Source: an optimization exercise on an open RTL-to-GDS flow (aim: small area). Production flows keep margins and buffers that such runs may drop. In this exercise RTL edits were held to simulation tests only and were not proved equivalent to the original. Power figures rest on the tool's default switching activity, not on a simulated workload.

== maple ==
==> flow/design.v (excerpt) <==
module top_bounce #(parameter CORDW=10) (   
    input  wire logic clk_pix,          
    input  wire logic rst,              
    input  wire logic [CORDW-1:0] init_q1x,   
    input  wire logic [CORDW-1:0] init_q1y,
    input  wire logic [CORDW-1:0] init_q2x,   
    input  wire logic [CORDW-1:0] init_q2y,
    input  wire logic [CORDW-1:0] init_q3x,   
    input  wire logic [CORDW-1:0] init_q3y,
    input  wire logic [5:0] init_dir,   
    output      logic [CORDW-1:0] sx,   
    output      logic [CORDW-1:0] sy,   
    output      logic de,               
    output      logic [7:0] sdl_r,      
    output      logic [7:0] sdl_g,      
    output      logic [7:0] sdl_b       
    );
clock: 10.0 ns
lec_check: 0
cap_margin: 20
core_margin: 2
core_utilization: 40
slew_margin: 20
standard.sh (not shown) runs the stock make flow with config.mk's settings and CLKGATE_MAP_FILE= SYNTH_SCRIPT=/design/flow/synth_recipe.tcl, a recipe that flattens the netlist after the stock synthesis.
==> flow/flow/run.sh <==
#!/bin/bash
# Standard ORFS layout (standard.sh) with three changes:
#  - synthesis: the reference script, but abc maps with an area script
#    (flow/area.abc) and Yosys's adder cell mapping is skipped;
#  - every port still gets its own buffer, but the smallest one (buf_1);
#  - clock tree: CTS with clkbuf_8 only and no dummy loads.
set -euo pipefail
W=$PWD
export FLOW_WORK=$W
bash standard.sh \
  SYNTH_SCRIPT=$W/flow/synth_area.tcl \
  MY_ABC_SCRIPT=$W/flow/area.abc \
  FLOW_WORK=$W \
  ADDER_MAP_FILE= \
  "BUFFER_PORTS_ARGS=-buffer_cell sky130_fd_sc_hd__buf_1" \
  "CTS_ARGS=-sink_clustering_enable -repair_clock_nets -dont_use_dummy_load -buf_list sky130_fd_sc_hd__clkbuf_8" \
  finish > $W/standard.log 2>&1
==> flow/flow/area.abc <==
strash
dc2
balance
rewrite
refactor
balance
rewrite
rewrite -z
balance
refactor -z
rewrite -z
balance
strash
dc2
balance
rewrite
refactor
balance
rewrite
rewrite -z
balance
refactor -z
rewrite -z
balance
&get -n
&st
&dch -f
&nf -R 1000 -p
&put
==> flow/flow/synth_area.tcl <==
proc abc {args} {
  set i [lsearch $args -script]
  if {$i >= 0 && [info exists ::env(MY_ABC_SCRIPT)]} {
    lset args [expr {$i + 1}] $::env(MY_ABC_SCRIPT)
  }
  yosys abc {*}$args
}
source $::env(FLOW_WORK)/synth_recipe.tcl
### maple -> birch
==> flow/flow/area.abc <==
&get -n
&st
&deepsyn -T 60
&dch -f
&nf -R 1000 -p
&put
### Flow results
- birch reports its dominant combinational cell family by area after synthesis as simple AND/OR/NAND/NOR gates while maple reports compound AO/OA/AOI/OAI gates.
- Detailed route, birch vs maple: via total higher for birch
- Simple-gate portion of the synthesized area delta for birch relative to maple: 0.34 points higher
- Against maple as the reference, birch delivers a higher sequential share of cell area.
- From maple to birch the numbers moved as follows: sequential power did not really move; area growth from synthesis to layout barely changed; combinational power share saw an increase.
- Compared with maple, birch has less setup slack.
- Against maple, power density over the cells in birch rose slightly.

========
Setup of before:
top_bounce, a different RTL version from the one above (not shown whole).
For scale: ~510 cells after synthesis, roughly 4100 um2 of cells after synthesis.
clock: 10.0 ns
lec_check: 0
cap_margin: 20
core_margin: 2
core_utilization: 40
cts_buf_list: sky130_fd_sc_hd__clkbuf_8
slew_margin: 20
==> flow/flow/run.sh <==
#!/bin/bash
set -euo pipefail
W=$PWD
export FLOW_WORK=$W
bash standard.sh \
  SYNTH_SCRIPT=$W/flow/synth_area.tcl \
  MY_ABC_SCRIPT=$W/flow/area.abc \
  FLOW_WORK=$W \
  ADDER_MAP_FILE= \
  "BUFFER_PORTS_ARGS=-buffer_cell sky130_fd_sc_hd__buf_1" \
  finish > $W/standard.log 2>&1
==> flow/flow/area.abc <==
strash
dc2
balance
rewrite
refactor
balance
rewrite
rewrite -z
balance
refactor -z
rewrite -z
balance
strash
dc2
balance
rewrite
refactor
balance
rewrite
rewrite -z
balance
refactor -z
rewrite -z
balance
&get -n
&st
&synch2
&nf -R 1000
&put
Scripts as last shown in full above: flow/flow/synth_area.tcl
Input-level comparison between after and before:
diff --git a/flow/flow/run.sh b/flow/flow/run.sh
--- a/flow/flow/run.sh
+++ b/flow/flow/run.sh
@@ -1,2 +1,7 @@
 #!/bin/bash
+# Standard ORFS layout (standard.sh) with three changes:
+#  - synthesis: the reference script, but abc maps with an area script
+#    (flow/area.abc) and Yosys's adder cell mapping is skipped;
+#  - every port still gets its own buffer, but the smallest one (buf_1);
+#  - clock tree: CTS with larger sink clusters and no dummy loads.
 set -euo pipefail
@@ -10,2 +15,3 @@
   "BUFFER_PORTS_ARGS=-buffer_cell sky130_fd_sc_hd__buf_1" \
+  "CTS_ARGS=-sink_clustering_enable -repair_clock_nets -dont_use_dummy_load -buf_list sky130_fd_sc_hd__clkbuf_16 -sink_clustering_size 50 -sink_clustering_max_diameter 150" \
   finish > $W/standard.log 2>&1
Results
after completed end to end with timing, DRC and antenna clean. Relative to before, switching power total decreased by 6.3 uW in after. [compare] base=before new=after: total detailed-routing wirelength has remained practically unchanged; number of detailed-routing iterations run before antenna repair saw a decrease.

==> afterwards: timing with drivers on the ports <==
In the flow no input, the clock included, has a driving cell. The finished layouts below were timed again as built, in two steps. Step 1 assumes that a clkbuf_16 drives the clock port and a buf_2 every other input. Step 2 times the ports against the registers' clock, not the clock port: input delays grow and output delays shrink by t, the midpoint of the rising clock arrivals with the driver on. Three values: no drivers, after step 1, after step 2; two values: the first two.
| run | t (ns) | slack for setup (ns) | worst setup path after step 2 | latest minus earliest clock arrival (ns) |
|---|---|---|---|---|
| maple | 0.369 | 6.379 / 6.379 / 6.379 | register to register | 0.019 / 0.019 |
| birch | 0.373 | 5.578 / 5.590 / 5.217 | input to register | 0.026 / 0.026 |
| before | 0.374 | 6.475 / 6.443 / 6.267 | input to register | 0.013 / 0.014 |
| after | 0.355 | 6.506 / 6.470 / 6.257 | input to register | 0.017 / 0.018 |
After both steps setup and hold are still met in every run listed. The setup slack of birch, which loses most, moves by +0.012 ns with the drivers and by -0.361 ns with both steps.
